Source: an optimization exercise on an open RTL-to-GDS flow (aim: small area). Production flows keep margins and buffers that such runs may drop. The RTL was checked by simulation tests, not by an equivalence proof against the original design. Power is estimated from default activity; no workload was simulated.

===== flow/flow/run.sh =====
#!/bin/bash
# Own layout flow: the standard flow, with
#  - the combinational logic of the standard synthesis re-mapped by ABC for area
#    (registers kept exactly as the standard synthesis made them): ABC runs with
#    several seeds from two starting netlists, keeping the smallest whose registers
#    match the standard synthesis's,
#  - small port buffers (every port still gets its own buffer),
#  - a clock tree of clkbuf_8 clusters and no dummy loads.
set -euo pipefail
cd "$(dirname "$0")/.."
W=$PWD
R=$W/orfs/results/$FLOW_PLATFORM/simple_gemac/base

export BUFFER_PORTS_ARGS="-buffer_cell sky130_fd_sc_hd__buf_1"
export CTS_ARGS="-sink_clustering_enable -repair_clock_nets -buf_list sky130_fd_sc_hd__clkbuf_8 -root_buf sky130_fd_sc_hd__clkbuf_8 -dont_use_dummy_load -sink_clustering_size 18 -sink_clustering_max_diameter 70"

# Standard synthesis, plus two more runs of it as starting points for ABC:
# with ABC's area script, and with ABC's area script module by module.
bash standard.sh synth > $W/flow_synth.log 2>&1
sed -e "s#WORK_HOME=[^ ]*#WORK_HOME=$W/orfs_alt#" -e "s#^make #make ABC_AREA=1 #" standard.sh > $W/standard_alt.sh
sed -e "s#WORK_HOME=[^ ]*#WORK_HOME=$W/orfs_alt2#" -e "s#^make #make ABC_AREA=1 SYNTH_HIERARCHICAL=1 #" standard.sh > $W/standard_alt2.sh
bash $W/standard_alt.sh synth > $W/flow_synth_alt.log 2>&1 &
bash $W/standard_alt2.sh synth > $W/flow_synth_alt2.log 2>&1 &
wait || true
RA=$W/orfs_alt/results/$FLOW_PLATFORM/simple_gemac/base
RA2=$W/orfs_alt2/results/$FLOW_PLATFORM/simple_gemac/base

cp $R/1_2_yosys.v $W/1_2_yosys.standard.v
flops() { grep -E '^\s*sky130_fd_sc_hd__(df|edf|sdf|dl)' "$1" | awk '{print $1, $2}' | sort; }
flops $W/1_2_yosys.standard.v > $W/flops.standard.txt

mkdir -p $W/resynth
# ABC scripts: deep synthesis with several random seeds, then area mapping
for seed in 0 1 2 3 4 5 6 7; do
  printf 'strash\n&get -n\n&syn4\n&deepsyn -S %d -T 60\n&dch -f\n&nf -R 1000\n&put\n' $seed > $W/resynth/s$seed.abc
done
jobs=()
if [ -f $RA/1_2_yosys.v ]; then
  for seed in 0 1 2 3 4 5 6 7; do jobs+=("$RA/1_2_yosys.v $W/resynth/s$seed.abc"); done
fi
if [ -f $RA2/1_2_yosys.v ]; then
  for seed in 0 1 2 3; do jobs+=("$RA2/1_2_yosys.v $W/resynth/s$seed.abc"); done
fi
if [ ${#jobs[@]} -eq 0 ]; then jobs+=("$W/1_2_yosys.standard.v $W/resynth/s0.abc"); fi
i=0
for j in "${jobs[@]}"; do
  i=$((i+1)); set -- $j
  echo "$1 $W/resynth/c$i.v $2 $W/resynth/c$i.log"
done > $W/resynth/jobs.txt
xargs -P ${NUM_CORES:-4} -L 1 bash flow/resynth.ys.sh < $W/resynth/jobs.txt || true

best=$W/1_2_yosys.standard.v
bestarea=1e12
for c in $W/resynth/c*.v; do
  [ -f $c ] || continue
  flops $c > ${c%.v}.flops
  if ! cmp -s ${c%.v}.flops $W/flops.standard.txt; then echo "$c: registers differ, skipped"; continue; fi
  a=$(grep -E "Chip area" ${c%.v}.log | tail -1 | awk "{print \$NF}" || true)
  [ -n "$a" ] || continue
  echo "$c: $a"
  if awk -v a="$a" -v b="$bestarea" 'BEGIN{exit !(a<b)}'; then best=$c; bestarea=$a; fi
done > $W/flow_resynth_pick.log
echo "picked $best $bestarea" >> $W/flow_resynth_pick.log

cp $best $R/1_2_yosys.v
touch $R/1_2_yosys.v
bash standard.sh finish > $W/flow_finish.log 2>&1

===== flow/flow/resynth.ys.sh =====
#!/bin/bash
# resynth.ys.sh IN.v OUT.v ABC_SCRIPT LOG
# Re-maps the combinational cells of the standard synthesis's netlist with ABC.
# Flip-flops (and tie cells) stay as they are: same instances, names and cell types.
set -euo pipefail
IN=$1; OUT=$2; SCR=$3; LOG=$4
LIB=$FLOW_HOME/platforms/sky130hd/lib/sky130_fd_sc_hd__tt_025C_1v80.lib
DU=""
for c in $(sed -n '/DONT_USE_CELLS/,/^$/p' $FLOW_HOME/platforms/sky130hd/config.mk | grep -o 'sky130_fd_sc_hd__[a-z0-9_]*'); do DU="$DU -dont_use $c"; done
yosys -l $LOG -p "
read_liberty -ignore_miss_func $LIB
blackbox sky130_fd_sc_hd__df* sky130_fd_sc_hd__edf* sky130_fd_sc_hd__sdf* sky130_fd_sc_hd__dl* sky130_fd_sc_hd__sedf* sky130_fd_sc_hd__conb*
read_verilog $IN
hierarchy -top $FLOW_TOP
flatten
opt -purge
abc -liberty $LIB $DU -script $SCR
opt_clean -purge
hilomap -singleton -hicell sky130_fd_sc_hd__conb_1 HI -locell sky130_fd_sc_hd__conb_1 LO
splitnets
opt_clean -purge
stat -liberty $LIB
write_verilog -noattr -nohex -nodec -selected $OUT
" > /dev/null

===== flow/standard.sh =====
#!/bin/bash
# synth_recipe.tcl (not shown) runs the flow's synth.tcl, then flattens the netlist and writes it again
# the make line also repeats each setting of config.mk as NAME=value (left out here)
make -C /OpenROAD-flow-scripts/flow DESIGN_CONFIG=/design/flow/config.mk WORK_HOME=/design/flow/orfs CLKGATE_MAP_FILE= SYNTH_SCRIPT=/design/flow/synth_recipe.tcl "${@:-finish}"

===== flow/config.mk =====
export PLATFORM = sky130hd
export DESIGN_NAME = simple_gemac
export DESIGN_NICKNAME = simple_gemac
export VERILOG_FILES = /design/flow/design.v
export SDC_FILE = /design/flow/constraint.sdc
export NUM_CORES = 4
export LEC_CHECK = 0
export CAP_MARGIN = 20
export CORE_MARGIN = 2
export CORE_UTILIZATION = 70
export PLACE_DENSITY = 0.8
export SLEW_MARGIN = 20

===== flow/constraint.sdc =====
create_clock -name core_clock -period 8.0 [get_ports {clk}]
set_input_delay 1.6000 -clock core_clock [delete_from_list [all_inputs] [get_ports {clk}]]
set_output_delay 1.6000 -clock core_clock [all_outputs]
set_load 0.01 [all_outputs]

===== flow/design.v =====
`timescale 1ns / 1ps
module crc32_next
  (input [7:0] T,
   input [23:0] C,
   output [31:0] N);
   wire x0 = T[2] ^ T[7];
   wire x1 = T[0] ^ T[6];
   wire x2 = T[1] ^ T[4];
   wire x3 = T[5] ^ x2;
   wire x4 = T[0] ^ T[3];
   wire x5 = T[3] ^ T[7];
   wire x6 = T[1] ^ x0;
   wire x7 = T[6] ^ x0;
   wire x8 = T[3] ^ T[4];
   wire x9 = T[5] ^ T[6];
   wire x10 = T[3] ^ x6;
   wire x11 = x1 ^ x8;
   wire x12 = T[2] ^ x3;
   wire x13 = x2 ^ x4;
   wire x14 = T[4] ^ T[5];
   wire x15 = T[5] ^ x4;
   wire x16 = T[1] ^ x1;
   assign N[0] = x1;
   assign N[1] = T[7] ^ x16;
   assign N[2] = x1 ^ x6;
   assign N[3] = x10;
   assign N[4] = T[2] ^ x11;
   assign N[5] = x1 ^ x3 ^ x5;
   assign N[6] = x3 ^ x7;
   assign N[7] = x0 ^ x15;
   assign N[8] = C[0] ^ x13;
   assign N[9] = C[1] ^ x12;
   assign N[10] = C[2] ^ T[2] ^ x15;
   assign N[11] = C[3] ^ x13;
   assign N[12] = C[4] ^ x1 ^ x12;
   assign N[13] = C[5] ^ x10 ^ x9;
   assign N[14] = C[6] ^ x7 ^ x8;
   assign N[15] = C[7] ^ x14 ^ x5;
   assign N[16] = C[8] ^ T[0] ^ x14;
   assign N[17] = C[9] ^ T[1] ^ x9;
   assign N[18] = C[10] ^ x7;
   assign N[19] = C[11] ^ x5;
   assign N[20] = C[12] ^ T[4];
   assign N[21] = C[13] ^ T[5];
   assign N[22] = C[14] ^ T[0];
   assign N[23] = C[15] ^ x16;
   assign N[24] = C[16] ^ x6;
   assign N[25] = C[17] ^ T[2] ^ T[3];
   assign N[26] = C[18] ^ x11;
   assign N[27] = C[19] ^ T[7] ^ x3;
   assign N[28] = C[20] ^ T[2] ^ x9;
   assign N[29] = C[21] ^ T[6] ^ x5;
   assign N[30] = C[22] ^ T[4] ^ T[7];
   assign N[31] = C[23] ^ T[5];
endmodule
`timescale 1ns / 1ps
module simple_gemac(
   input clk, input reset,
   output reg GMII_TX_EN, output reg GMII_TX_ER, output reg [7:0] GMII_TXD,
   input GMII_RX_DV, input GMII_RX_ER, input [7:0] GMII_RXD,
   input pause_req, input [15:0] pause_time_req, input pause_respect_en,
   input [47:0] ucast_addr, input [47:0] mcast_addr,
   input pass_ucast, input pass_mcast, input pass_bcast, input pass_pause, input pass_all,
   output [7:0] rx_data, output reg rx_valid, output rx_error, output reg rx_ack,
   input [7:0] tx_data, input tx_valid, input tx_error, output tx_ack
    );
   reg rst, rst_int;
   always @(posedge clk or posedge reset)
     if(reset)
       {rst,rst_int} <= 2'b11;
     else
       {rst,rst_int} <= {rst_int,1'b0};
   localparam RX_IDLE 		  = 5'd0;
   localparam RX_IDLE_A 	  = 5'd1;     
   localparam RX_IDLE_P 	  = 5'd2;     
   localparam RX_FRAME_G 	  = 5'd3;     
   localparam RX_ERROR 		  = 5'd4;
   localparam RX_ERROR_A 	  = 5'd5;     
   localparam RX_ERROR_P 	  = 5'd6;     
   localparam RX_ERROR_G 	  = 5'd7;     
   localparam RX_PREAMBLE 	  = 5'd8;
   localparam RX_DO_PAUSE 	  = 5'd9;
   localparam RX_GOODFRAME 	  = 5'd10;
   localparam RX_FRAME 		  = 5'd11;
   localparam RX_DROP 		  = 5'd12;
   localparam RX_PAUSE 		  = 5'd16;
   localparam RX_PAUSE_CHK88 	  = 5'd21;
   localparam RX_PAUSE_CHK08 	  = 5'd22;
   localparam RX_PAUSE_CHK00 	  = 5'd23;
   localparam RX_PAUSE_CHK01 	  = 5'd24;
   localparam RX_PAUSE_STORE_MSB  = 5'd25;
   localparam RX_PAUSE_STORE_LSB  = 5'd26;
   localparam RX_PAUSE_WAIT_CRC   = 5'd27;
   reg [7:0] rxd_d1;
   reg 	     rx_dv_d1, rx_er_d1;
   always @(posedge clk)
     begin
	rx_dv_d1 <= GMII_RX_DV;
	rx_er_d1 <= GMII_RX_ER;
	rxd_d1 	 <= GMII_RXD;
     end
   reg [7:0] rx_dl0, rx_dl1, rx_dl2, rx_dl3, rx_dl4, rx_dl5, rx_dl6;
   always @(posedge clk)
     begin
	rx_dl0 <= rxd_d1;
	rx_dl1 <= rx_dl0;
	rx_dl2 <= rx_dl1;
	rx_dl3 <= rx_dl2;
	rx_dl4 <= rx_dl3;
	rx_dl5 <= rx_dl4;
	rx_dl6 <= rx_dl5;
     end
   assign rx_data = rx_dl6;
   reg [4:0] rx_state;
   wire rx_idle  = (rx_state[4:2] == 3'b000) & (rx_state[1:0] != 2'b11);
   assign rx_error = (rx_state[4:2] == 3'b001);
   wire rx_frame = (rx_state[4] == 1'b0) & (rx_state[2:0] == 3'b011);    
   wire rx_calc  = rx_frame | rx_state[4];
   wire go_filt  = (rx_state[4:3] == 2'b00) & (rx_state[1:0] == 2'b11);
   wire pqval_d1 = (rx_state[4:3] == 2'b00) & (rx_state[1:0] == 2'b10);
   always @* rx_ack = (rx_state[4:3] == 2'b00) & (rx_state[1:0] == 2'b01);
   reg [2:0] af_pos;      
   reg af_u, af_m, af_b, af_p;
   always @(posedge clk)
     if(rst)
       af_pos <= 3'd0;
     else if(go_filt)
       af_pos <= 3'd1;
     else if((af_pos != 3'd0) & (af_pos != 3'd6))
       af_pos <= af_pos + 3'd1;
     else
       af_pos <= 3'd0;
   wire [2:0] af_idx = go_filt ? 3'd0 : af_pos;
   reg [7:0] u_byte, m_byte, p_byte;
   always @*
     case(af_idx)
       3'd0 : begin u_byte = ucast_addr[47:40]; m_byte = mcast_addr[47:40]; p_byte = 8'h01; end
       3'd1 : begin u_byte = ucast_addr[39:32]; m_byte = mcast_addr[39:32]; p_byte = 8'h80; end
       3'd2 : begin u_byte = ucast_addr[31:24]; m_byte = mcast_addr[31:24]; p_byte = 8'hC2; end
       3'd3 : begin u_byte = ucast_addr[23:16]; m_byte = mcast_addr[23:16]; p_byte = 8'h00; end
       3'd4 : begin u_byte = ucast_addr[15:8];  m_byte = mcast_addr[15:8];  p_byte = 8'h00; end
       default : begin u_byte = ucast_addr[7:0]; m_byte = mcast_addr[7:0]; p_byte = 8'h01; end
     endcase
   always @(posedge clk)
     begin
	af_u <= (go_filt | af_u) & (rxd_d1 == u_byte);
	af_m <= (go_filt | af_m) & (rxd_d1 == m_byte);
	af_b <= (go_filt | af_b) & (rxd_d1 == 8'hFF);
	af_p <= (go_filt | af_p) & (rxd_d1 == p_byte);
     end
   wire af_done = (af_pos == 3'd6);
   wire is_pause = af_done & af_p;
   wire keep_packet = pass_all | (af_done & ((pass_ucast & af_u) | (pass_mcast & af_m) |
					     (pass_bcast & af_b) | (pass_pause & af_p)));
   always @(posedge clk)
     if(rst)
       rx_valid <= 1'b0;
     else if(keep_packet)
       rx_valid <= 1'b1;
     else if(rx_idle | rx_error)
       rx_valid <= 1'b0;
   reg [15:0] pkt_len_ctr;
   always @(posedge clk)
     if(rx_idle)
       pkt_len_ctr <= 16'd0;
     else
       pkt_len_ctr <= pkt_len_ctr + 16'd1;
   wire pkt_long_enough = (pkt_len_ctr >= 16'd71);
   reg [31:0] rx_crc;
   wire [31:0] rx_crc_next;
   crc32_next rx_crc32
     (.T(rx_crc[31:24] ^ {rxd_d1[0],rxd_d1[1],rxd_d1[2],rxd_d1[3],rxd_d1[4],rxd_d1[5],rxd_d1[6],rxd_d1[7]}),
      .C(rx_crc[23:0]), .N(rx_crc_next));
   always @(posedge clk)
     if(rx_calc)
       rx_crc <= rx_crc_next;
     else
       rx_crc <= 32'hffffffff;
   wire match_crc = (rx_crc == 32'hc704_dd7b);
   reg [4:0] rx_next;
   always @*
     if(rx_er_d1)
       rx_next = RX_ERROR;
     else
       case(rx_state)
	 RX_IDLE, RX_IDLE_A, RX_IDLE_P :
	   if(rx_dv_d1)
	     if(rxd_d1 == 8'h55)
	       rx_next = RX_PREAMBLE;
	     else
	       rx_next = RX_ERROR;
	   else
	     rx_next = RX_IDLE;
	 RX_PREAMBLE :
	   if(~rx_dv_d1)
	     rx_next = RX_ERROR;
	   else if(rxd_d1 == 8'hD5)
	     rx_next = RX_FRAME;
	   else if(rxd_d1 != 8'h55)
	     rx_next = RX_ERROR;
	   else
	     rx_next = RX_PREAMBLE;
	 RX_FRAME, RX_FRAME_G :
	   if(is_pause)
	     rx_next = RX_PAUSE;
	   else if(~rx_dv_d1)
	     if(match_crc)
	       rx_next = RX_GOODFRAME;
	     else
	       rx_next = RX_ERROR;
	   else
	     rx_next = RX_FRAME;
	 RX_PAUSE_CHK88 :
	   rx_next = (rxd_d1 != 8'h88) ? RX_DROP : RX_PAUSE_CHK08;
	 RX_PAUSE_CHK08 :
	   rx_next = (rxd_d1 != 8'h08) ? RX_DROP : RX_PAUSE_CHK00;
	 RX_PAUSE_CHK00 :
	   rx_next = (rxd_d1 != 8'h00) ? RX_DROP : RX_PAUSE_CHK01;
	 RX_PAUSE_CHK01 :
	   rx_next = (rxd_d1 != 8'h01) ? RX_DROP : RX_PAUSE_STORE_MSB;
	 RX_PAUSE_WAIT_CRC :
	   if(pkt_long_enough)
	     rx_next = match_crc ? RX_DO_PAUSE : RX_DROP;
	   else
	     rx_next = RX_PAUSE_WAIT_CRC;
	 RX_DO_PAUSE, RX_GOODFRAME :
	   rx_next = RX_IDLE;
	 RX_DROP :
	   rx_next = rx_dv_d1 ? RX_DROP : RX_IDLE;
	 RX_ERROR, RX_ERROR_A, RX_ERROR_P, RX_ERROR_G :
	   rx_next = rx_dv_d1 ? RX_ERROR : RX_IDLE;
	 default :
	   rx_next = rx_state + 5'd1;
       endcase
   always @(posedge clk)
     if(rst)
       rx_state <= RX_IDLE;
     else if(rx_state == RX_GOODFRAME)
       rx_state <= {rx_next[4:2], 2'b01};        
     else if(rx_state == RX_DO_PAUSE)
       rx_state <= {rx_next[4:2], 2'b10};        
     else if((rx_state == RX_PREAMBLE) & (rxd_d1 == 8'hD5))
       rx_state <= rx_er_d1 | ~rx_dv_d1 ? RX_ERROR_G : RX_FRAME_G;
     else
       rx_state <= rx_next;
   reg [15:0] pause_quanta_rcvd;
   always @(posedge clk)
     if(rx_state == RX_PAUSE_STORE_MSB)
       pause_quanta_rcvd[15:8] <= rxd_d1;
     else if(rx_state == RX_PAUSE_STORE_LSB)
       pause_quanta_rcvd[7:0] <= rxd_d1;
   reg [15:0] pause_hi;
   reg [5:0]  pause_lo;
   reg 	      paused;
   wire       pause_lo_z = (pause_lo == 6'd0);
   wire       pause_cnt_nz = (pause_hi != 16'd0) | ~pause_lo_z;
   always @(posedge clk or posedge rst)
     if(rst)
       begin
	  pause_hi <= 16'd0;
	  pause_lo <= 6'd0;
       end
     else if(pqval_d1)
       begin
	  pause_hi <= pause_quanta_rcvd;
	  pause_lo <= 6'd0;
       end
     else if(pause_cnt_nz & paused)
       begin
	  pause_lo <= {pause_lo[4:0], pause_lo[5] ^ pause_lo[4] ^ (pause_lo[4:0] == 5'd0)};
	  if(pause_lo_z)
	    pause_hi <= pause_hi - 16'd1;
       end
   wire pause_apply = pause_respect_en & pause_cnt_nz;
   localparam TX_IDLE  = 4'd0;
   localparam TX_HDR   = 4'd1;     
   localparam TX_FIRST = 4'd2;
   localparam TX_INF   = 4'd3;
   localparam TX_INF2  = 4'd4;
   localparam TX_PAD   = 4'd5;
   localparam TX_ERR   = 4'd6;
   localparam TX_PHDR  = 4'd7;     
   localparam TX_IDLE_E = 4'd8;    
   localparam TX_CRC0  = 4'd12;
   localparam TX_CRC1  = 4'd13;
   localparam TX_CRC2  = 4'd14;
   localparam TX_CRC3  = 4'd15;
   reg [3:0] tx_state;
   reg [6:0] tx_ctr;
   wire      tx_idle = (tx_state[2:0] == 3'd0);    
   wire      tx_in_crc = (tx_state[3:2] == 2'b11);
   wire      tx_ctr_z = (tx_ctr == 7'd0);
   reg 	     send_pause;
   reg [15:0] pause_time_held;
   reg [7:0]  pause_dat;
   wire       tx_en_pre, tx_er_pre;
   reg [7:0]  txd_pre;
   reg [31:0] tx_crc;
   always @(posedge clk)
     if(rst)
       send_pause <= 1'b0;
     else if(pause_req)
       send_pause <= 1'b1;
     else if((tx_state == TX_PHDR) & tx_ctr_z)
       send_pause <= 1'b0;
   always @(posedge clk)
     if(pause_req)
       pause_time_held <= pause_time_req;
   always @(posedge clk)
     if(rst)
       begin
	  tx_state <= TX_IDLE;
	  tx_ctr   <= 7'd28;          
       end
     else
       begin
	  case(tx_state)
	    TX_CRC3 : tx_ctr <= 7'd116;   
	    TX_ERR  : tx_ctr <= 7'd0;
	    TX_IDLE, TX_IDLE_E : if(~tx_ctr_z) tx_ctr <= tx_ctr + 7'd1;
	    default : tx_ctr <= tx_ctr + 7'd1;
	  endcase
	  case(tx_state)
	    TX_IDLE, TX_IDLE_E :
	      if(tx_ctr_z & send_pause)
		tx_state <= TX_PHDR;
	      else if(tx_ctr_z & tx_valid & ~pause_apply)
		tx_state <= TX_HDR;
	      else
		tx_state <= TX_IDLE;
	    TX_HDR :
	      if(tx_ctr == 7'd7)
		tx_state <= TX_FIRST;
	    TX_FIRST :
	      if(tx_error)
		tx_state <= TX_ERR;
	      else if(~tx_valid)
		tx_state <= TX_PAD;
	      else
		tx_state <= TX_INF;
	    TX_INF :
	      if(tx_error)
		tx_state <= TX_ERR;
	      else if(~tx_valid)
		tx_state <= TX_PAD;
	      else if(tx_ctr == 7'd67)
		tx_state <= TX_INF2;
	    TX_INF2 :
	      if(tx_error)
		tx_state <= TX_ERR;
	      else if(~tx_valid)
		tx_state <= TX_CRC0;
	    TX_PAD :
	      if(tx_ctr == 7'd68)
		tx_state <= TX_CRC0;
	    TX_PHDR :
	      if(tx_ctr == 7'd25)
		tx_state <= TX_PAD;
	    TX_ERR :
	      tx_state <= TX_IDLE_E;
	    TX_CRC3 :
	      tx_state <= TX_IDLE;
	    TX_CRC0, TX_CRC1, TX_CRC2 :
	      tx_state <= tx_state + 4'd1;
	    default :
	      tx_state <= TX_IDLE;
	  endcase
       end
   always @(posedge clk)
     case(tx_ctr)
       7'd7  : pause_dat <= 8'h01;
       7'd8  : pause_dat <= 8'h80;
       7'd9  : pause_dat <= 8'hC2;
       7'd10 : pause_dat <= 8'h00;
       7'd11 : pause_dat <= 8'h00;
       7'd12 : pause_dat <= 8'h01;
       7'd13 : pause_dat <= ucast_addr[47:40];
       7'd14 : pause_dat <= ucast_addr[39:32];
       7'd15 : pause_dat <= ucast_addr[31:24];
       7'd16 : pause_dat <= ucast_addr[23:16];
       7'd17 : pause_dat <= ucast_addr[15:8];
       7'd18 : pause_dat <= ucast_addr[7:0];
       7'd19 : pause_dat <= 8'h88;
       7'd20 : pause_dat <= 8'h08;
       7'd21 : pause_dat <= 8'h00;
       7'd22 : pause_dat <= 8'h01;
       7'd23 : pause_dat <= pause_time_held[15:8];
       default : pause_dat <= pause_time_held[7:0];    
     endcase
   assign tx_er_pre = (tx_state == TX_IDLE_E);
   assign tx_en_pre = (((tx_state == TX_HDR) | (tx_state == TX_PHDR)) & ~tx_ctr_z) |
		      (tx_state == TX_FIRST) | (tx_state == TX_INF) | (tx_state == TX_INF2) |
		      (tx_state == TX_PAD) | (tx_state == TX_ERR) | tx_in_crc | (tx_state == TX_IDLE_E);
   wire tx_data_st = (tx_state == TX_FIRST) | (tx_state == TX_INF) | (tx_state == TX_INF2);
   wire [31:0] tx_crc_next;
   always @(posedge clk)
     if(rst)
       begin
	  txd_pre   <= 8'h00;
       end
     else
       begin
	  if((tx_state == TX_HDR) | (tx_state == TX_PHDR))
	    txd_pre <= (tx_ctr < 7'd7) ? 8'h55 : (tx_ctr == 7'd7) ? 8'hD5 : pause_dat;
	  else if(tx_data_st & tx_valid)
	    txd_pre <= tx_data;
	  else
	    txd_pre <= 8'h00;
       end
   wire tx_calc = (tx_state == TX_INF) | (tx_state == TX_INF2) | (tx_state == TX_PAD) |
		  ((tx_state == TX_PHDR) & (tx_ctr >= 7'd9)) | tx_in_crc;
   crc32_next tx_crc32
     (.T((tx_crc[31:24] ^ {txd_pre[0],txd_pre[1],txd_pre[2],txd_pre[3],txd_pre[4],txd_pre[5],txd_pre[6],txd_pre[7]}) & {8{~tx_in_crc}}),
      .C(tx_crc[23:0]), .N(tx_crc_next));
   always @(posedge clk)
     if(tx_calc)
       tx_crc <= tx_crc_next;
     else
       tx_crc <= 32'hffffffff;
   assign tx_ack = (tx_state == TX_FIRST);
   always @(posedge clk)
     begin
	GMII_TX_EN <= tx_en_pre;
	GMII_TX_ER <= tx_er_pre;
	GMII_TXD   <= tx_in_crc ? ~{tx_crc[24],tx_crc[25],tx_crc[26],tx_crc[27],
				    tx_crc[28],tx_crc[29],tx_crc[30],tx_crc[31]} : txd_pre;
     end
   always @(posedge clk)
     paused <= pause_apply & (paused | tx_idle);
endmodule

==> results of run 1 <==
[stage by stage]
stage	hold slack, ps	worst slack (ps)	power (mW)	instances	area [um^2]
3_5_place_dp	312	4510	1.65	1356	11000
3_3_place_gp	310	4850	1.63	1356	11000
4_1_cts	324	4420	2.20	1374	11200
5_1_grt	337	4110	2.27	1374	11200
2_1_floorplan	310	4990	1.56	1005	10000
6_report	328	4290	2.20	1374	11200
[per-layer routing]
layer	wire [um]	part of all wire, %	vias up	global-route usage (%)
li1	-	-	4113	-
met1	10400	40	4145	44.1
met2	12200	47	557	55.2
met3	2260	8.8	112	5.82
met4	947	3.7	0	13.2
met5	0	0	-	0
[cell type report]
class / count / area share (%)
Tap cell: 180 / 2.01
Inverter: 10 / 0.335
Clock buffer: 18 / 2.21
Timing Repair Buffer: 171 / 6.02
Sequential cell: 254 / 49.3
Multi-Input combinational cell: 741 / 40.2
[where the power goes]
part           switching (mW)  internal (mW)  leakage (nW)  total [mW]
sequential             0.0595           1.36          2.20        1.42
combinational           0.118         0.0899          1.73       0.208
clock                   0.368          0.204         0.129       0.572
[state kept, by name, indices dropped and copies added, names as in the netlist, 16 cells and up]
name / cells
rx_crc: 32
tx_crc: 32
pause_hi: 16
pause_quanta_rcvd: 16
pause_time_held: 16
pkt_len_ctr: 16
[placed cells by master (no fill, tap or decap), types with 3 or more instances in the layout]
cell type	instances
sky130_fd_sc_hd__o211ai_1	3
sky130_fd_sc_hd__nor2b_1	9
sky130_fd_sc_hd__a222oi_1	33
sky130_fd_sc_hd__dfxtp_1	198
sky130_fd_sc_hd__nor4_1	15
sky130_fd_sc_hd__a31oi_1	11
sky130_fd_sc_hd__nand3b_1	3
sky130_fd_sc_hd__mux2i_1	3
sky130_fd_sc_hd__and3_1	12
sky130_fd_sc_hd__o2111ai_1	3
sky130_fd_sc_hd__dfrtp_1	22
sky130_fd_sc_hd__and2_0	12
sky130_fd_sc_hd__clkinv_1	9
sky130_fd_sc_hd__nor2_1	87
sky130_fd_sc_hd__o31ai_1	5
sky130_fd_sc_hd__nand4_1	9
sky130_fd_sc_hd__or3_1	11
sky130_fd_sc_hd__a22o_1	16
sky130_fd_sc_hd__nand2_1	104
sky130_fd_sc_hd__a211oi_1	5
sky130_fd_sc_hd__xnor2_1	43
sky130_fd_sc_hd__nor3_1	35
sky130_fd_sc_hd__or2_0	5
sky130_fd_sc_hd__edfxtp_1	32
sky130_fd_sc_hd__clkbuf_8	18
sky130_fd_sc_hd__o22ai_1	11
sky130_fd_sc_hd__nand3_1	19
sky130_fd_sc_hd__o21ai_0	77
sky130_fd_sc_hd__a22oi_1	19
sky130_fd_sc_hd__buf_4	9
sky130_fd_sc_hd__a21o_1	3
sky130_fd_sc_hd__nor4b_1	6
sky130_fd_sc_hd__nand2b_1	11
sky130_fd_sc_hd__a2111oi_0	4
sky130_fd_sc_hd__xor2_1	60
sky130_fd_sc_hd__a221oi_1	8
sky130_fd_sc_hd__a21oi_1	76
sky130_fd_sc_hd__buf_1	162
[worst max path at each step]
stage                                        from                 endpoint  slack, ps
after floorplan            rx_state[4]$_SDFF_PP0_             af_m$_DFF_P_       4990
after global placement    pause_lo[3]$_DFFE_PP0P_  pause_hi[4]$_DFFE_PP0P_       4850
after detailed placement  pause_lo[3]$_DFFE_PP0P_  pause_hi[4]$_DFFE_PP0P_       4510
after CTS                 pause_lo[3]$_DFFE_PP0P_  pause_hi[4]$_DFFE_PP0P_       4420
after global routing      pause_lo[2]$_DFFE_PP0P_  pause_hi[4]$_DFFE_PP0P_       4110
final                     pause_lo[3]$_DFFE_PP0P_  pause_hi[4]$_DFFE_PP0P_       4290
[critical path: stages, from the launching register on]
cell and delay, ps:
sky130_fd_sc_hd__dfrtp_1 400, sky130_fd_sc_hd__or4_1 540, sky130_fd_sc_hd__or3_1 370, sky130_fd_sc_hd__nand3b_1 240, sky130_fd_sc_hd__or3_1 390, sky130_fd_sc_hd__nand3b_1 240
sky130_fd_sc_hd__nand2_1 220, sky130_fd_sc_hd__or3_1 170, sky130_fd_sc_hd__or2_0 270, sky130_fd_sc_hd__or3_1 250, sky130_fd_sc_hd__o21ai_0 150, sky130_fd_sc_hd__a21oi_1 280
sky130_fd_sc_hd__nor2_1 60
==> summary.md, run 1 <==
Clock tree
• cts-stage hold buffer count: 0
• buffers inserted during post-CTS setup optimization: 0
• Inserted Clock Buffers: 18
• worst skew pair latency: 520 ps
• number of buffers on the longest clock path: 3
• CTS Root Buffer Type: sky130_fd_sc_hd__clkbuf_8
• clock-pin slew of the registers on the worst-case setup and hold paths: 100 ps
• clk sinks: 254
• number of levels the H-tree was split into: 1
• post-CTS sizing: 0
• clock tree from TritonCTS: built

Route
• overall routed net length: 25,800 um
• average detailed-routed wire length per instance: 18.8 um
• average via count per standard cell: 6.50
• number of vias in the routed layout: 8,927
• drt first pass iters: 10
• Routed Antenna Nets: 0
• initial drt markers: 1,346
• DRC violation count after routing: 0

Power and ir drop
• Max VDD drop: 0.143 mV
• power density cells: 196 nW/um^2
• Static Leakage: 4.06 nW

Final layout
• filler cell count in the final layout: 908
• FF/Latch Area: 5530 um^2
• fraction of layout cells with a size suffix above 1: 2.93%
• Nets: 1,337
• total area of multi-input combinational cells: 4500 um^2
• area grow syn2layout: 11.7%
• Util after Layout: 80.5%
• # diodes: 0

Min path
• endpoint with the worst hold slack: rx_dl3[0]$_DFF_P_
• worst hold stages: 0
• worst hold-check path type: reg -> reg
• launch instance of the worst min-delay path: rx_dl2[0]$_DFF_P_

STA
• post-layout minimum cycle time: 3710 ps
• pin slew with the least headroom to its limit: 1170 ps
• count of final setup violators: 0
• hold violation count in the final report: 0
• RSZ-0062 raised after global routing: no
• Period Utilization, post-route: 46.3%
• worst-case headroom to the max-slew limit: 21.1%
• skew final: 82.4 ps
• top achievable clock speed: 270 MHz
• Sum Neg Setup Slack: 0 ps
• max-slew violation count: 0

GRT
• vias in the first global route: 8,344
• All-Layer GR Usage: 33.5%
• initial antenna violation count: 0
• overflow left after global routing: 0
• first-pass GRT wire length: 40,500 um
• maximum number of pins on one net before global-route repair: 29

Setup path
• Max Fanout on Critical Path: 7
• R2R Setup Slk: 4290 ps
• Reg-to-Reg Start: pause_lo[3]$_DFFE_PP0P_
• Critical Path RT: 8410 ps
• type of origin of the critical path: register
• worst path arrival time: 4120 ps
• capturing element type of the critical path: register
• critical path class: reg -> reg
• worst reg2reg path depth: 12
• worst reg2reg endpoint: pause_hi[4]$_DFFE_PP0P_

Die
• Std-Cell Core Area: 13,900 um^2
• number of cell rows: 43
• Die Footprint: 15,300 um^2
• Die Height: 124 um
• starting density of the core: 72.1%
• width of the die: 124 um
• IO Pins: 163

Outcome
• outcome: no timing/DRC/antenna violations

Run
• count of max-cap constraint violations: 0

Yosys
• post-synth net total: 1,146
• combined area of all synthesized cells: 10,000 um^2
• number of synthesis warnings: 1
• average cell area after synthesis: 9.99 um^2
• number of instances in the synthesized netlist: 1,005

Place
• number of port buffers: 162
• detailed placer's ending HPWL: 18,500 um
• routability-driven placement congestion ratio: 0.942

==> run 2: changes to the inputs <==
--- a/flow/design.v
+++ b/flow/design.v
@@ -3,54 +3,68 @@
   (input [7:0] T,
    input [23:0] C,
    output [31:0] N);
-   wire x0 = T[2] ^ T[7];
-   wire x1 = T[0] ^ T[6];
-   wire x2 = T[1] ^ T[4];
-   wire x3 = T[5] ^ x2;
-   wire x4 = T[0] ^ T[3];
-   wire x5 = T[3] ^ T[7];
-   wire x6 = T[1] ^ x0;
-   wire x7 = T[6] ^ x0;
-   wire x8 = T[3] ^ T[4];
-   wire x9 = T[5] ^ T[6];
-   wire x10 = T[3] ^ x6;
-   wire x11 = x1 ^ x8;
-   wire x12 = T[2] ^ x3;
-   wire x13 = x2 ^ x4;
-   wire x14 = T[4] ^ T[5];
-   wire x15 = T[5] ^ x4;
-   wire x16 = T[1] ^ x1;
-   assign N[0] = x1;
-   assign N[1] = T[7] ^ x16;
-   assign N[2] = x1 ^ x6;
-   assign N[3] = x10;
-   assign N[4] = T[2] ^ x11;
-   assign N[5] = x1 ^ x3 ^ x5;
-   assign N[6] = x3 ^ x7;
-   assign N[7] = x0 ^ x15;
-   assign N[8] = C[0] ^ x13;
-   assign N[9] = C[1] ^ x12;
-   assign N[10] = C[2] ^ T[2] ^ x15;
-   assign N[11] = C[3] ^ x13;
-   assign N[12] = C[4] ^ x1 ^ x12;
-   assign N[13] = C[5] ^ x10 ^ x9;
-   assign N[14] = C[6] ^ x7 ^ x8;
-   assign N[15] = C[7] ^ x14 ^ x5;
-   assign N[16] = C[8] ^ T[0] ^ x14;
-   assign N[17] = C[9] ^ T[1] ^ x9;
-   assign N[18] = C[10] ^ x7;
-   assign N[19] = C[11] ^ x5;
+   wire x0 = T[0] ^ T[6];
+   wire x1 = T[3] ^ T[7];
+   wire x2 = T[1] ^ T[2];
+   wire x3 = T[4] ^ T[5];
+   wire x4 = T[7] ^ x2;
+   wire x5 = T[1] ^ x0;
+   wire x6 = T[2] ^ T[6];
+   wire x7 = T[5] ^ x6;
+   wire x8 = x1 ^ x3;
+   wire x9 = T[3] ^ x0;
+   wire x10 = x7 ^ x9;
+   wire x11 = x2 ^ x3;
+   wire x12 = T[7] ^ x10;
+   wire x13 = x5 ^ x8;
+   wire x14 = x9 ^ x13;
+   wire x15 = T[4] ^ x9;
+   wire x16 = T[3] ^ x4;
+   wire x17 = T[6] ^ x1;
+   wire x18 = x9 ^ x16;
+   wire x19 = T[4] ^ T[7];
+   wire x20 = T[7] ^ x5;
+   wire x21 = x7 ^ x8;
+   wire x22 = T[2] ^ x15;
+   wire x23 = x0 ^ x11;
+   wire x24 = x2 ^ x7;
+   wire x25 = T[0] ^ x3;
+   wire x26 = T[2] ^ T[3];
+   wire x27 = x18 ^ x25;
+   wire x28 = x17 ^ x26;
+   wire x29 = x10 ^ x11;
+   wire x30 = x10 ^ x20;
+   assign N[0] = x0;
+   assign N[1] = x20;
+   assign N[2] = x18;
+   assign N[3] = x16;
+   assign N[4] = x22;
+   assign N[5] = x13;
+   assign N[6] = x27;
+   assign N[7] = x12;
+   assign N[8] = C[0] ^ x29;
+   assign N[9] = C[1] ^ x11;
+   assign N[10] = C[2] ^ x10;
+   assign N[11] = C[3] ^ x29;
+   assign N[12] = C[4] ^ x23;
+   assign N[13] = C[5] ^ x30;
+   assign N[14] = C[6] ^ x21;
+   assign N[15] = C[7] ^ x8;
+   assign N[16] = C[8] ^ x25;
+   assign N[17] = C[9] ^ x24;
+   assign N[18] = C[10] ^ x28;
+   assign N[19] = C[11] ^ x1;
    assign N[20] = C[12] ^ T[4];
    assign N[21] = C[13] ^ T[5];
    assign N[22] = C[14] ^ T[0];
-   assign N[23] = C[15] ^ x16;
-   assign N[24] = C[16] ^ x6;
-   assign N[25] = C[17] ^ T[2] ^ T[3];
-   assign N[26] = C[18] ^ x11;
-   assign N[27] = C[19] ^ T[7] ^ x3;
-   assign N[28] = C[20] ^ T[2] ^ x9;
-   assign N[29] = C[21] ^ T[6] ^ x5;
-   assign N[30] = C[22] ^ T[4] ^ T[7];
+   assign N[23] = C[15] ^ x5;
+   assign N[24] = C[16] ^ x4;
+   assign N[25] = C[17] ^ x26;
+   assign N[26] = C[18] ^ x15;
+   assign N[27] = C[19] ^ x14;
+   assign N[28] = C[20] ^ x7;
+   assign N[29] = C[21] ^ x17;
+   assign N[30] = C[22] ^ x19;
    assign N[31] = C[23] ^ T[5];
 endmodule
 `timescale 1ns / 1ps
--- a/flow/flow/run.sh
+++ b/flow/flow/run.sh
@@ -26,7 +26,7 @@
 RA2=$W/orfs_alt2/results/$FLOW_PLATFORM/simple_gemac/base
 
 cp $R/1_2_yosys.v $W/1_2_yosys.standard.v
-flops() { grep -E '^\s*sky130_fd_sc_hd__(df|edf|sdf|dl)' "$1" | awk '{print $1, $2}' | sort; }
+flops() { grep -E '^\s*sky130_fd_sc_hd__(df|edf|sdf|sedf|dlx|dlr)' "$1" | awk '{print $1, $2}' | sort; }
 flops $W/1_2_yosys.standard.v > $W/flops.standard.txt
 
 mkdir -p $W/resynth
==> summary.md, run 2 <==
Outcome
• outcome: no timing/DRC/antenna violations

STA
• top achievable clock speed: 290 MHz
• RSZ-0062 raised after global routing: no
• Period Utilization, post-route: 43.0%
• hold violation count in the final report: 0
• Sum Neg Setup Slack: 0 ps
• least setup slack across all paths after layout: 4560 ps
• max-slew violation count: 0
• worst-case headroom to the max-slew limit: 25.5%
• count of final setup violators: 0
• post-layout minimum cycle time: 3440 ps
• pin slew with the least headroom to its limit: 1110 ps
• skew final: 86.2 ps

Die
• Std-Cell Core Area: 13,900 um^2
• starting density of the core: 71.9%
• Die Height: 123 um
• IO Pins: 163
• width of the die: 123 um
• Die Footprint: 15,200 um^2
• number of cell rows: 43

Yosys
• combined area of all synthesized cells: 9980 um^2
• number of instances in the synthesized netlist: 998
• number of synthesis warnings: 1
• post-synth net total: 1,139
• average cell area after synthesis: 10.0 um^2

GRT
• first-pass GRT wire length: 38,100 um
• vias in the first global route: 8,009
• All-Layer GR Usage: 31.4%
• initial antenna violation count: 0
• met2 track demand over resource: 51.8%
• met1 usage in global routing: 41.7%
• maximum number of pins on one net before global-route repair: 30
• met3 layer usage reported by global route: 5.30%
• layer with the highest usage: met2
• overflow left after global routing: 0

Clock tree
• post-CTS sizing: 0
• number of buffers on the longest clock path: 3
• clock tree from TritonCTS: built
• cts-stage hold buffer count: 0
• clk sinks: 254
• CTS Root Buffer Type: sky130_fd_sc_hd__clkbuf_8
• number of levels the H-tree was split into: 1
• Inserted Clock Buffers: 18
• clock-pin slew of the registers on the worst-case setup and hold paths: 110 ps
• worst skew pair latency: 530 ps
• buffers inserted during post-CTS setup optimization: 0

Final layout
• # diodes: 0
• Nets: 1,330
• fraction of layout cells with a size suffix above 1: 2.86%
• most frequent cells in the layout: sky130_fd_sc_hd__dfxtp_1, sky130_fd_sc_hd__buf_1, sky130_fd_sc_hd__nand2_1
• area grow syn2layout: 11.8%
• total area of multi-input combinational cells: 4460 um^2
• area of all placed cells without fillers: 11,200 um^2
• filler cell count in the final layout: 931
• most frequent standard cell in the layout excluding fill and tap cells: sky130_fd_sc_hd__dfxtp_1
• biggest regs: rx_crc (32), tx_crc (32)
• Util after Layout: 80.4%
• FF/Latch Area: 5530 um^2

Route
• average detailed-routed wire length per instance: 18.0 um
• DRC violation count after routing: 0
• number of vias in the routed layout: 8,622
• overall routed net length: 24,600 um
• drt first pass iters: 11
• initial drt markers: 1,055
• average via count per standard cell: 6.31
• Routed Antenna Nets: 0

Setup path
• capturing element type of the critical path: register
• worst reg2reg path depth: 10
• Critical Path RT: 8380 ps
• Max Fanout on Critical Path: 17
• critical path class: reg -> reg
• Reg-to-Reg Start: rx_state[0]$_SDFF_PP0_
• critical path startpoint: rx_state[0]$_SDFF_PP0_
• type of origin of the critical path: register
• worst path arrival time: 3820 ps

Min path
• launch instance of the worst min-delay path: rx_dl0[7]$_DFF_P_
• worst hold stages: 0
• worst hold-check path type: reg -> reg

Place
• minimum setup slack after placement: 4380 ps
• routability-driven placement congestion ratio: 0.922
• number of port buffers: 162
• placed cell area: 10,900 um^2
• detailed placer's ending HPWL: 17,600 um

Run
• count of max-cap constraint violations: 0

Power and ir drop
• power density cells: 205 nW/um^2
• Static Leakage: 4.02 nW
• power after layout: 2.28 mW
• Max VDD drop: 0.145 mV

[run 2: worst max-delay path, stage by stage, from the launching register on]
cell and delay (ps):
sky130_fd_sc_hd__dfxtp_1 410, sky130_fd_sc_hd__nand2_1 200, sky130_fd_sc_hd__nor3_1 820, sky130_fd_sc_hd__nor2_1 160, sky130_fd_sc_hd__nand2_1 160, sky130_fd_sc_hd__nor2_2 160, sky130_fd_sc_hd__a222oi_1 280, sky130_fd_sc_hd__and2_0 190
sky130_fd_sc_hd__o21ai_0 70, sky130_fd_sc_hd__or4_1 520, sky130_fd_sc_hd__a2111oi_0 340
[run 2: report_power, final]
group | internal [mW] | switching [mW]
combinational | 0.127 | 0.175
sequential | 1.36 | 0.0523
clock | 0.204 | 0.368
total | 1.69 | 0.595
[run 2: metal layers]
layer / share of wire, % / vias to the layer above
li1: - / 4034
met1: 41 / 3990
met2: 47 / 500
met3: 8.8 / 98
met4: 3.3 / 0
met5: 0 / -
[run 2: stage by stage]
step | instances | hold WS (ps)
finish | 1367 | 332
global route | 1367 | 339
CTS | 1366 | 334
detailed placement | 1348 | 312
global placement | 1348 | 309
floorplan | 998 | 310
[run 2: cell type report]
class                      count  share of cell area (%)
clock buffer                  18                    2.22
sequential                   254                    49.5
tap                          180                    2.02
timing repair buffer         171                    6.09
multi-input combinational    737                    39.9
inverter                       7                   0.235
[run 2: path summary, 6_finish.rpt]
kind                            slack (ps)                  endpoint
min in group asynchronous              450  pause_hi[12]$_DFFE_PP0P_
worst min register to register         330         rx_dl1[7]$_DFF_P_
worst max register to register        4560              af_m$_DFF_P_
max in group asynchronous             6850             rst$_DFF_PP1_
worst min-delay path                   330         rx_dl1[7]$_DFF_P_
worst max-delay path                  4560              af_m$_DFF_P_
==> run 3: changes to the inputs <==
--- a/flow/flow/run.sh
+++ b/flow/flow/run.sh
@@ -5,14 +5,14 @@
 #    several seeds from two starting netlists, keeping the smallest whose registers
 #    match the standard synthesis's,
 #  - small port buffers (every port still gets its own buffer),
-#  - a clock tree of clkbuf_8 clusters and no dummy loads.
+#  - a clock tree of clkbuf_8 clusters under a clkbuf_4 root, and no dummy loads.
 set -euo pipefail
 cd "$(dirname "$0")/.."
 W=$PWD
 R=$W/orfs/results/$FLOW_PLATFORM/simple_gemac/base
 
 export BUFFER_PORTS_ARGS="-buffer_cell sky130_fd_sc_hd__buf_1"
-export CTS_ARGS="-sink_clustering_enable -repair_clock_nets -buf_list sky130_fd_sc_hd__clkbuf_8 -root_buf sky130_fd_sc_hd__clkbuf_8 -dont_use_dummy_load -sink_clustering_size 18 -sink_clustering_max_diameter 70"
+export CTS_ARGS="-sink_clustering_enable -repair_clock_nets -buf_list sky130_fd_sc_hd__clkbuf_8 -root_buf sky130_fd_sc_hd__clkbuf_4 -dont_use_dummy_load -sink_clustering_size 19 -sink_clustering_max_diameter 80"
 
 # Standard synthesis, plus two more runs of it as starting points for ABC:
 # with ABC's area script, and with ABC's area script module by module.
==> summary.md, run 3 <==
Route
• Routed Antenna Nets: 0
• average via count per standard cell: 6.25
• number of vias in the routed layout: 8,542
• drt first pass iters: 10
• initial drt markers: 1,001
• overall routed net length: 24,700 um
• average detailed-routed wire length per instance: 18.1 um
• DRC violation count after routing: 0

Power and ir drop
• switching fraction of total power: 26.2%
• Clock power frac: 23.7%
• Max VDD drop: 0.148 mV
• power density cells: 202 nW/um^2
• Static Leakage: 4.00 nW
• combinational cell fraction of total power: 13.5%
• design internal power: 1.66 mW
• Net Switching: 0.588 mW
• sequential cell fraction of total power: 62.8%

Clock tree
• number of levels the H-tree was split into: 1
• clock-pin slew of the registers on the worst-case setup and hold paths: 120 ps
• buffers inserted during post-CTS setup optimization: 0
• post-CTS sizing: 0
• cts-stage hold buffer count: 0
• CTS Root Buffer Type: sky130_fd_sc_hd__clkbuf_4
• Inserted Clock Buffers: 17
• number of buffers on the longest clock path: 3
• clock tree from TritonCTS: built
• clk sinks: 254
• worst skew pair latency: 610 ps

Final layout
• filler cell count in the final layout: 943
• biggest regs: rx_crc (32), tx_crc (32)
• Util after Layout: 80.2%
• area grow syn2layout: 11.5%
• fraction of layout cells with a size suffix above 1: 2.70%
• Nets: 1,328
• most frequent standard cell in the layout excluding fill and tap cells: sky130_fd_sc_hd__dfxtp_1
• most frequent cells in the layout: sky130_fd_sc_hd__dfxtp_1, sky130_fd_sc_hd__buf_1, sky130_fd_sc_hd__nand2_1

STA
• post-layout minimum cycle time: 3450 ps
• Period Utilization, post-route: 43.2%
• skew final: 50.5 ps
• count of final setup violators: 0
• pin slew with the least headroom to its limit: 1090 ps
• hold violation count in the final report: 0
• top achievable clock speed: 290 MHz
• worst-case headroom to the max-slew limit: 27.1%
• RSZ-0062 raised after global routing: no
• Sum Neg Setup Slack: 0 ps
• max-slew violation count: 0

Setup path
• Critical Path RT: 8480 ps
• critical path class: reg -> reg
• worst path arrival time: 3930 ps
• Reg-to-Reg Start: rx_state[0]$_SDFF_PP0_
• worst reg2reg endpoint: af_m$_DFF_P_
• worst reg2reg path depth: 8
• type of origin of the critical path: register
• Max Fanout on Critical Path: 9
• capturing element type of the critical path: register
• R2R Setup Slk: 4550 ps

Die
• number of cell rows: 43
• Die Footprint: 15,200 um^2
• Std-Cell Core Area: 13,900 um^2
• starting density of the core: 71.9%
• Die Height: 123 um
• width of the die: 123 um
• IO Pins: 163

Yosys
• average cell area after synthesis: 10.0 um^2
• number of synthesis warnings: 1
• combined area of all synthesized cells: 9980 um^2
• post-synth net total: 1,139
• number of instances in the synthesized netlist: 998

GRT
• maximum number of pins on one net before global-route repair: 30
• All-Layer GR Usage: 31.3%
• overflow left after global routing: 0
• vias in the first global route: 8,009
• initial antenna violation count: 1
• first-pass GRT wire length: 37,900 um

Min path
• worst hold stages: 0
• launch instance of the worst min-delay path: rx_dl4[2]$_DFF_P_
• worst hold-check path type: reg -> reg
• endpoint with the worst hold slack: rx_dl5[2]$_DFF_P_

Run
• count of max-cap constraint violations: 0

Place
• detailed placer's ending HPWL: 17,600 um
• routability-driven placement congestion ratio: 0.922
• number of port buffers: 162

Outcome
• outcome: no timing/DRC/antenna violations

## run 3: per-layer routing
layer	share of wire [%]	track usage, %	up-vias	wire length (um)
met2	47	52.4	481	11700
li1	-	-	4029	-
met1	41	41.1	3943	10100
met3	8.5	5.21	89	2100
met5	0	0	-	0
met4	3.0	10.9	0	746
## run 3: how the worst max path moves through the flow
| stage | startpoint | endpoint | cells after the start |
|---|---|---|---|
| 2_1_floorplan | tx_ctr[0]$_SDFFE_PP0P_ | tx_crc[14]$_SDFF_PN1_ | 9 |
| 3_3_place_gp | rx_state[4]$_SDFF_PP0_ | af_m$_DFF_P_ | 11 |
| 4_1_cts | rx_state[4]$_SDFF_PP0_ | af_m$_DFF_P_ | 11 |
| 3_5_place_dp | rx_state[4]$_SDFF_PP0_ | af_m$_DFF_P_ | 11 |
| 6_report | rx_state[0]$_SDFF_PP0_ | af_m$_DFF_P_ | 8 |
| 5_1_grt | rx_state[0]$_SDFF_PP0_ | af_m$_DFF_P_ | 10 |
## run 3: metrics by stage
step / std cells / area (um^2) / worst slack (ps) / hold slack, ps / power (mW)
2_1_floorplan: 998 / 9980 / 4650 / 310 / 1.62
3_3_place_gp: 1348 / 10900 / 4520 / 309 / 1.72
3_5_place_dp: 1348 / 10900 / 4380 / 312 / 1.73
4_1_cts: 1365 / 11100 / 4370 / 336 / 2.25
5_1_grt: 1366 / 11100 / 4210 / 339 / 2.33
6_report: 1366 / 11100 / 4550 / 334 / 2.25
## run 3: layout make-up
| class | instances | area, um^2 | share of cell area (%) |
|---|---|---|---|
| clock buffers | 17 | 215 | 1.93 |
| inverters | 7 | 26.3 | 0.236 |
| repair buffers | 170 | 668 | 6.00 |
| diodes | 1 | 2.50 | 0.0225 |
| flip-flops and latches | 254 | 5530 | 49.7 |
| multi-input cells | 737 | 4460 | 40.1 |
| well taps | 180 | 225 | 2.02 |
## run 3: worst max-delay path: stages (launching register included)
cell                        delay [ps]
sky130_fd_sc_hd__dfxtp_1           420
sky130_fd_sc_hd__nand2_1           200
sky130_fd_sc_hd__nor3_1            820
sky130_fd_sc_hd__nor3b_2           270
sky130_fd_sc_hd__a222oi_1          490
sky130_fd_sc_hd__nand3_1           140
sky130_fd_sc_hd__xor2_1            150
sky130_fd_sc_hd__or4_1             500
sky130_fd_sc_hd__a2111oi_0         340
## run 3: power by group through the flow
stage | combinational (mW) | sequential, mW | clock, mW
floorplan | 0.204 | 1.42 | 0
detailed placement | 0.294 | 1.44 | 0
global placement | 0.285 | 1.43 | 0
finish | 0.303 | 1.41 | 0.533
global route | 0.330 | 1.42 | 0.582
CTS | 0.297 | 1.41 | 0.541

-- separate check: timing with driven ports --
Ports are ideal in the flow. The routed layouts listed here were re-timed in OpenROAD.
Step 1 assumes that a clkbuf_16 drives the clock port and a buf_2 every other input.
Step 2, shift: input delay + t, output delay - t, t = (earliest + latest rising clock arrival at the registers) / 2. This alone moves slack from input paths to output paths.
Three values: ideal, step 1, step 2; two values: the first two.
| run | t, ns | slack for setup (ns) | cell pins on the clock port's net |
|---|---|---|---|
| run 1 | 0.527 | 4.292 / 4.292 / 4.292 | 1 |
| run 2 | 0.532 | 4.558 / 4.558 / 4.558 | 1 |
| run 3 | 0.623 | 4.547 / 4.547 / 4.547 | 1 |
After both steps setup and hold are still met in every run listed.
